This is an optimization exercise on Yosys and OpenROAD, whose aim is small area, a short achievable clock period and few clock cycles per item, not a production implementation. RTL that was checked went through simulation tests only; none was proved equivalent to the original. Power figures rest on the tool's default switching activity, not on a simulated workload.

== JK ==
Design fsm_Hand, start of the top module:
module fsm_Hand(clk,rst,start,ready,result,write1,write2,SVMin,datain);
For scale: about 910 flip-flops, ~18 I/O pins.
export LEC_CHECK = 0
export CAP_MARGIN = 20
export CORE_MARGIN = 2
export CORE_UTILIZATION = 65
export CTS_CLUSTER_DIAMETER = 60
export CTS_CLUSTER_SIZE = 30
export SETUP_SLACK_MARGIN = 4.55
export SLEW_MARGIN = 20
create_clock -name core_clock -period 7.0 [get_ports {clk}]
run.sh (not shown) runs the stock make flow with config.mk's settings and CLKGATE_MAP_FILE= SYNTH_SCRIPT=/design/flow/synth_recipe.tcl, a recipe that flattens the netlist after the stock synthesis.
JK completed end to end with timing, DRC and antenna clean.
Edits applied to the flow inputs when going from JK to MS:
Settings: swapping 4.55 for 4.45 in SETUP_SLACK_MARGIN.
Findings:
MS: PASS, flow complete, no timing, DRC or antenna violations. No stage failed in JK, and the final checks on the layout all came back clean. Largest net degree at the start of global routing for MS is lower than for JK. Buffering stage count on the worst path with inverters included came out exactly the same in MS and JK. In the flow results for MS and JK, the maximum clock rate is larger on MS. The area growth from synthesis to final layout was comparable across MS and JK. Changes observed in MS relative to JK: final worst setup slack picked up an extra 0.0087 ns; overall routed net length picked up an extra 0.49%; area of all sequential standard cells neither gained nor lost much; clock buffer instance count of the final layout lost 5.3%.
#### Input delta (AL over MS)
Settings: SETUP_SLACK_MARGIN now 4.5, was 4.45; CORE_UTILIZATION now 60, was 65.
### Flow results
- AL vs MS — global-route met3 utilization dropped 0.53 points.
- Vias: AL below MS
- Going from MS to AL, sequential share of layout area shrinks by 0.17 points.
- AL: full flow OK, the timing, design-rule and antenna checks passed
- Sort AL and MS by global router's overall resource usage asc -> top: AL
- Between AL and MS, the upper clock frequency limit does not differ in any meaningful way.
- Looking at routed length on met1, AL sits 870 um above MS.
- MS and AL ended up with roughly the same ratio of final minimum period to clock period.
No functional check of the RTL was part of any run of this note.

========
Another version of the RTL of fsm_Hand (not shown whole).
Size: roughly 2100 cells after synthesis, about 870 flip-flops, about 18 I/O pins, roughly 34000 µm² of cells after synthesis.
make LEC_CHECK=0 CAP_MARGIN=20 CORE_MARGIN=2 CORE_UTILIZATION=65 CTS_CLUSTER_DIAMETER=50 CTS_CLUSTER_SIZE=24 SETUP_SLACK_MARGIN=4.55 SLEW_MARGIN=20 finish   # period 7.0 ns
Testbench counts at the start, summed over its fixed seeds: cycles 25,920, items 192.
Next try:
CTS_CLUSTER_DIAMETER = 60   (was 50)
CTS_CLUSTER_SIZE = 30   (was 24)
After rerunning:
- total power goes down by about 6%
- global-route usage goes down by 0.88 points
- cell area goes down by 2.1%
- fmax goes up by about 0.66%

========
fsm_Hand, a different RTL version from the one above (not shown whole).
Size: about 2800 cells after synthesis, about 18 I/O pins.
==> flow/config.mk <==
export PLATFORM = sky130hd
export DESIGN_NAME = fsm_Hand
export DESIGN_NICKNAME = fsm_Hand
export VERILOG_FILES = /design/flow/design.v
export SDC_FILE = /design/flow/constraint.sdc
export NUM_CORES = 4
export LEC_CHECK = 0
export CAP_MARGIN = 20
export CORE_MARGIN = 2
export CORE_UTILIZATION = 40
export SLEW_MARGIN = 20
==> flow/constraint.sdc <==
create_clock -name core_clock -period 7.0 [get_ports {clk}]
set_input_delay 1.4000 -clock core_clock [delete_from_list [all_inputs] [get_ports {clk}]]
set_output_delay 1.4000 -clock core_clock [all_outputs]
set_load 0.01 [all_outputs]
Rerun with:
Settings changed: SETUP_SLACK_MARGIN from default to 4.5.
After rerunning: Worst setup slack gains 720 ps; power increases by about 8%; critical path depth increases by 3; global-route usage increases by 0.72 points; clock power increases by about 3%.
No functional check of the RTL was part of any run of this note.

========
The RTL this note starts from:
==> flow/design.v <==
module svmstorage #(parameter W = 10, parameter DEPTH = 1) (
    input                  clk,
    input                  en,
    input                  ld,
    input      [W-1:0]     din,
    output     [W-1:0]     head,
    output     [W-1:0]     tail,
    output     [W-1:0]     pre
);
reg [W-1:0] q [0:DEPTH-1];
integer n;
always @(posedge clk) begin
    if (en | ld)
        q[0] <= din;
    if (en)
        for (n = 1; n < DEPTH; n = n + 1)
            q[n] <= q[n-1];
end
assign head = q[0];
assign tail = q[DEPTH-1];
assign pre  = q[(DEPTH > 1) ? DEPTH-2 : 0];
endmodule
module testDataModule (
    input              pass,
    input              dbl,
    input              ng,
    input      [10:0]  v,
    output     [11:0]  u
);
wire [11:0] vs  = {v[10], v};
wire [11:0] mag = ({12{pass}} & vs) | ({12{dbl}} & {vs[10:0], 1'b0});
wire [11:0] t   = mag ^ {12{ng}};
assign u = {~t[11], t[10:0]};
endmodule
module fsm_Hand(clk,rst,start,ready,result,write1,write2,SVMin,datain);
input clk,rst,start;
input write1;
input write2;
input signed [8:0] SVMin;
input signed [1:0] datain;
output result;
output ready;
reg ready;
reg result;
localparam IDLE = 2'd0, LW = 2'd1, LX = 2'd2, CP = 2'd3;
reg [1:0] st;
reg [3:0] row, col, k;
wire wbeat = (st == LW) & write1;
wire xbeat = (st == LX) & write2;
reg fin;
always @(posedge clk or negedge rst)
    if (!rst) begin
        st <= IDLE; ready <= 1'b0;
    end else
        case (st)
        IDLE: if (start) begin
                st <= LW; ready <= 1'b0;
              end
        LW:   if (write1 && row == 4'd10 && col == 4'd10) st <= LX;
        LX:   if (write2 && k == 4'd10) st <= CP;
        CP:   if (fin) begin
                ready <= 1'b1;
                st    <= IDLE;
              end
        endcase
always @(posedge clk) begin
    if (st == IDLE) begin
        row <= 4'd0; col <= 4'd0; k <= 4'd0;
    end else begin
        if (wbeat) begin
            if (col == 4'd10) begin
                col <= 4'd0; row <= row + 4'd1;
            end else
                col <= col + 4'd1;
        end
        if (xbeat) k <= k + 4'd1;
    end
end
reg [8:0] tp, td, tn;           
reg [8:0] kgt;                  
reg [3:0] negs;
wire dm1 = datain[0];
wire dm2 = datain[1] & ~datain[0];
wire ds  = datain[1];
always @(posedge clk) begin : xh
    integer i;
    for (i = 0; i <= 8; i = i + 1)
        if (st == IDLE) begin
            tp[i] <= 1'b0; td[i] <= 1'b0; tn[i] <= 1'b0;
        end else if (xbeat && k == i) begin
            tp[i] <= dm1; td[i] <= dm2; tn[i] <= ds;
        end
    if (st == IDLE) begin
        negs <= 4'd0; kgt <= 9'd0;
    end else if (xbeat) begin
        negs <= negs + {3'd0, ds}; kgt <= {kgt[7:0], 1'b1};
    end
end
reg [8:0]  Wq;
reg [8:0]  enR;
reg        enN, ldN, den;
reg [9:0]  rtail;
reg        sp, sd, sn;          
reg        dq1, dq4;            
reg        first, lastL;
always @(posedge clk) begin : ctl
    integer i;
    Wq  <= SVMin;
    for (i = 0; i <= 8; i = i + 1)
        enR[i] <= wbeat & (((row == i) & (col >= i + 2)) | ((row >= i + 2) & (col == i)));
    enN <= wbeat & (col == row + 4'd1);
    ldN <= wbeat & (col + 4'd1 == row);
    den <= (wbeat & (col == row)) | xbeat;
    sp  <= xbeat & (k != 4'd0) & dm1;
    sd  <= xbeat & (k != 4'd0) & dm2;
    sn  <= xbeat & (k != 4'd0) & ds;
    dq1 <= xbeat & dm1;
    dq4 <= xbeat & dm2;
    first <= xbeat & (k == 4'd0);
    lastL <= xbeat & (k == 4'd10);
    fin   <= lastL;
end
wire [9:0] tail [0:8];
wire [9:0] ntail, npre, nhead;
wire [8:0] dtail;
reg [9:0] rnext;
always @* begin : rsel_mux
    integer i;
    rnext = (col + 4'd1 == row) ? nhead : 10'd0;
    for (i = 0; i <= 8; i = i + 1)
        rnext = rnext | ({10{col == i && col + 4'd1 < row}} & tail[i]);
end
always @(posedge clk)
    rtail <= rnext;
wire [9:0] Wx = {Wq[8], Wq};
wire [9:0] hin = rtail + Wx;
genvar g;
generate
    for (g = 0; g <= 8; g = g + 1) begin : row_q
        svmstorage #(.W(10), .DEPTH(9 - g)) q (.clk(clk), .en(enR[g] | (xbeat & kgt[g])), .ld(1'b0),
                                               .din(hin), .head(), .tail(tail[g]), .pre());
    end
endgenerate
svmstorage #(.W(10), .DEPTH(10)) nq (.clk(clk), .en(enN | (xbeat & (k != 4'd0))), .ld(ldN),
                                     .din(hin), .head(nhead), .tail(ntail), .pre(npre));
svmstorage #(.W(9), .DEPTH(11)) dq (.clk(clk), .en(den), .ld(1'b0),
                                    .din(Wq), .head(), .tail(dtail), .pre());
function [31:0] csa;            
    input [15:0] a, b, c;
    begin
        csa[15:0]  = a ^ b ^ c;
        csa[31:16] = {((a & b) | (a & c) | (b & c)), 1'b0};
    end
endfunction
wire [11:0] u [0:9];
wire [15:0] z [0:9];
generate
    for (g = 0; g <= 8; g = g + 1) begin : term
        testDataModule t (.pass(tp[g]), .dbl(td[g]), .ng(tn[g]),
                          .v({tail[g][9], tail[g]}), .u(u[g]));
        assign z[g] = {4'd0, u[g]};
    end
endgenerate
wire [31:0] l1a = csa(z[0], z[1], z[2]);
wire [31:0] l1b = csa(z[3], z[4], z[5]);
wire [31:0] l1c = csa(z[6], z[7], z[8]);
wire [31:0] l2a = csa(l1a[15:0], l1a[31:16], l1b[15:0]);
wire [31:0] l2b = csa(l1b[31:16], l1c[15:0], l1c[31:16]);
reg  [15:0] F [0:3];
reg         vB;                 
always @(posedge clk) begin
    F[0] <= l2a[15:0]; F[1] <= l2a[31:16];
    F[2] <= l2b[15:0]; F[3] <= l2b[31:16];
    vB   <= xbeat;
end
wire [9:0] nnext = (k == 4'd0) ? ntail : npre;
reg  [11:0] ul;
testDataModule tl (.pass(dm1), .dbl(dm2), .ng(ds), .v({nnext[9], nnext}), .u(u[9]));
always @(posedge clk)
    ul <= u[9];
assign z[9] = {4'd0, ul};
wire [15:0] zc = {12'hB00, negs};
wire [31:0] m1a = csa(F[0], F[1], F[2]);
wire [31:0] m1b = csa(F[3], z[9], zc);
wire [31:0] m2  = csa(m1a[15:0], m1a[31:16], m1b[15:0]);
wire [31:0] m3  = csa(m2[15:0], m2[31:16], m1b[31:16]);
reg  [15:0] E0, E1;
always @(posedge clk)
    if (vB) begin
        E0 <= m3[15:0]; E1 <= m3[31:16];
    end
wire [15:0] g0 = ({16{sp}} & E0) | ({16{sd}} & {E0[14:0], 1'b0});
wire [15:0] g1 = ({16{sp}} & E1) | ({16{sd}} & {E1[14:0], 1'b0});
wire [15:0] o0 = g0 ^ {16{sn}};
wire [15:0] o1 = g1 ^ {16{sn}};
wire [15:0] dx = {{7{dtail[8]}}, dtail};
wire [15:0] dterm = ({16{dq1}} & dx) | ({16{dq4}} & {dx[13:0], 2'b00});
reg  [15:0] Ss, Sc;
wire [15:0] s0 = first ? 16'd255 : Ss;
wire [15:0] c0 = first ? 16'd0   : Sc;
wire [31:0] n1 = csa(s0, c0, dterm);
wire [31:0] n2 = csa(n1[15:0], {n1[31:17], sn}, o0);
wire [31:0] n3 = csa(n2[15:0], {n2[31:17], sn}, o1);
always @(posedge clk) begin
    Ss <= n3[15:0];
    Sc <= n3[31:16];
end
wire [15:0] rp = Ss ^ Sc;
wire [15:0] rg = Ss & Sc;
wire        rzero = (rp == {(Ss[14:0] | Sc[14:0]), 1'b0});
reg  [14:0] G [0:4];
reg  [14:0] Pp [0:4];
always @* begin : ks
    integer lv, b, d;
    G[0] = rg[14:0]; Pp[0] = rp[14:0];
    for (lv = 1; lv <= 4; lv = lv + 1) begin
        d = 1 << (lv - 1);
        for (b = 0; b < 15; b = b + 1)
            if (b >= d) begin
                G[lv][b]  = G[lv-1][b] | (Pp[lv-1][b] & G[lv-1][b-d]);
                Pp[lv][b] = Pp[lv-1][b] & Pp[lv-1][b-d];
            end else begin
                G[lv][b]  = G[lv-1][b];
                Pp[lv][b] = Pp[lv-1][b];
            end
    end
end
wire rsign = rp[15] ^ G[4][14];
always @(posedge clk)
    result <= ~rsign & ~rzero;
endmodule
Settings: LEC_CHECK=0, CAP_MARGIN=20, CORE_MARGIN=2, CORE_UTILIZATION=68, CTS_CLUSTER_DIAMETER=60, CTS_CLUSTER_SIZE=30, SETUP_SLACK_MARGIN=4.55, SLEW_MARGIN=20; clock period 7.0 ns.
The baseline produced a clean layout.
Testbench counts at the start, summed over its fixed seeds: cycles 25,920, items 192.
Next try:
- CORE_UTILIZATION: 68 -> 65
- CTS_CLUSTER_DIAMETER: 60 -> 55
- CTS_CLUSTER_SIZE: 30 -> 32
Result: Sequential power is about the same. Critical path depth is unchanged. Count of clock-buffer cells in the layout rises by 2.

-- re-timing with driven ports --
In the flow no input, the clock included, has a driving cell. The finished layouts below were timed again as built, in two steps.
Step 1 (the two cells are an assumption about what drives the block):
set clk [get_ports {clk}]
set_driving_cell -lib_cell sky130_fd_sc_hd__clkbuf_16 $clk
set_driving_cell -lib_cell sky130_fd_sc_hd__buf_2 [delete_from_list [all_inputs] $clk]
Step 2 moves the port delays by t, midway between the first and last clock arrival at a register: inputs arrive t later, outputs are due t later. That takes back most of the time a late clock gives input paths.
a / b / c = ideal ports / drivers / drivers and shift; a / b = the first two.
run | shift t [ns] | slack for setup (ns) | worst setup path after step 2 | pins driven straight from the clock port
JK | 0.667 | 4.439 / 4.380 / 3.913 | input to register | 1
MS | 0.674 | 4.448 / 4.389 / 3.804 | input to register | 1
AL | 0.662 | 4.454 / 4.392 / 3.908 | input to register | 1
the first run of note 2 | 0.691 | 4.447 / 4.383 / 4.018 | input to register | 1
the second run of note 2 | 0.668 | 4.463 / 4.399 / 3.936 | input to register | 1
the first run of note 3 | 0.723 | 3.047 / 3.047 / 3.047 | register to register | 1
the second run of note 3 | 0.722 | 3.766 / 3.766 / 3.766 | register to register | 1
the first run of note 4 | 0.665 | 4.471 / 4.410 / 3.934 | input to register | 1
the second run of note 4 | 0.689 | 4.450 / 4.387 / 4.008 | input to register | 1
After both steps setup and hold are still met in every run listed. The setup slack of MS, which loses most, moves by -0.059 ns with the drivers and by -0.644 ns with both steps.
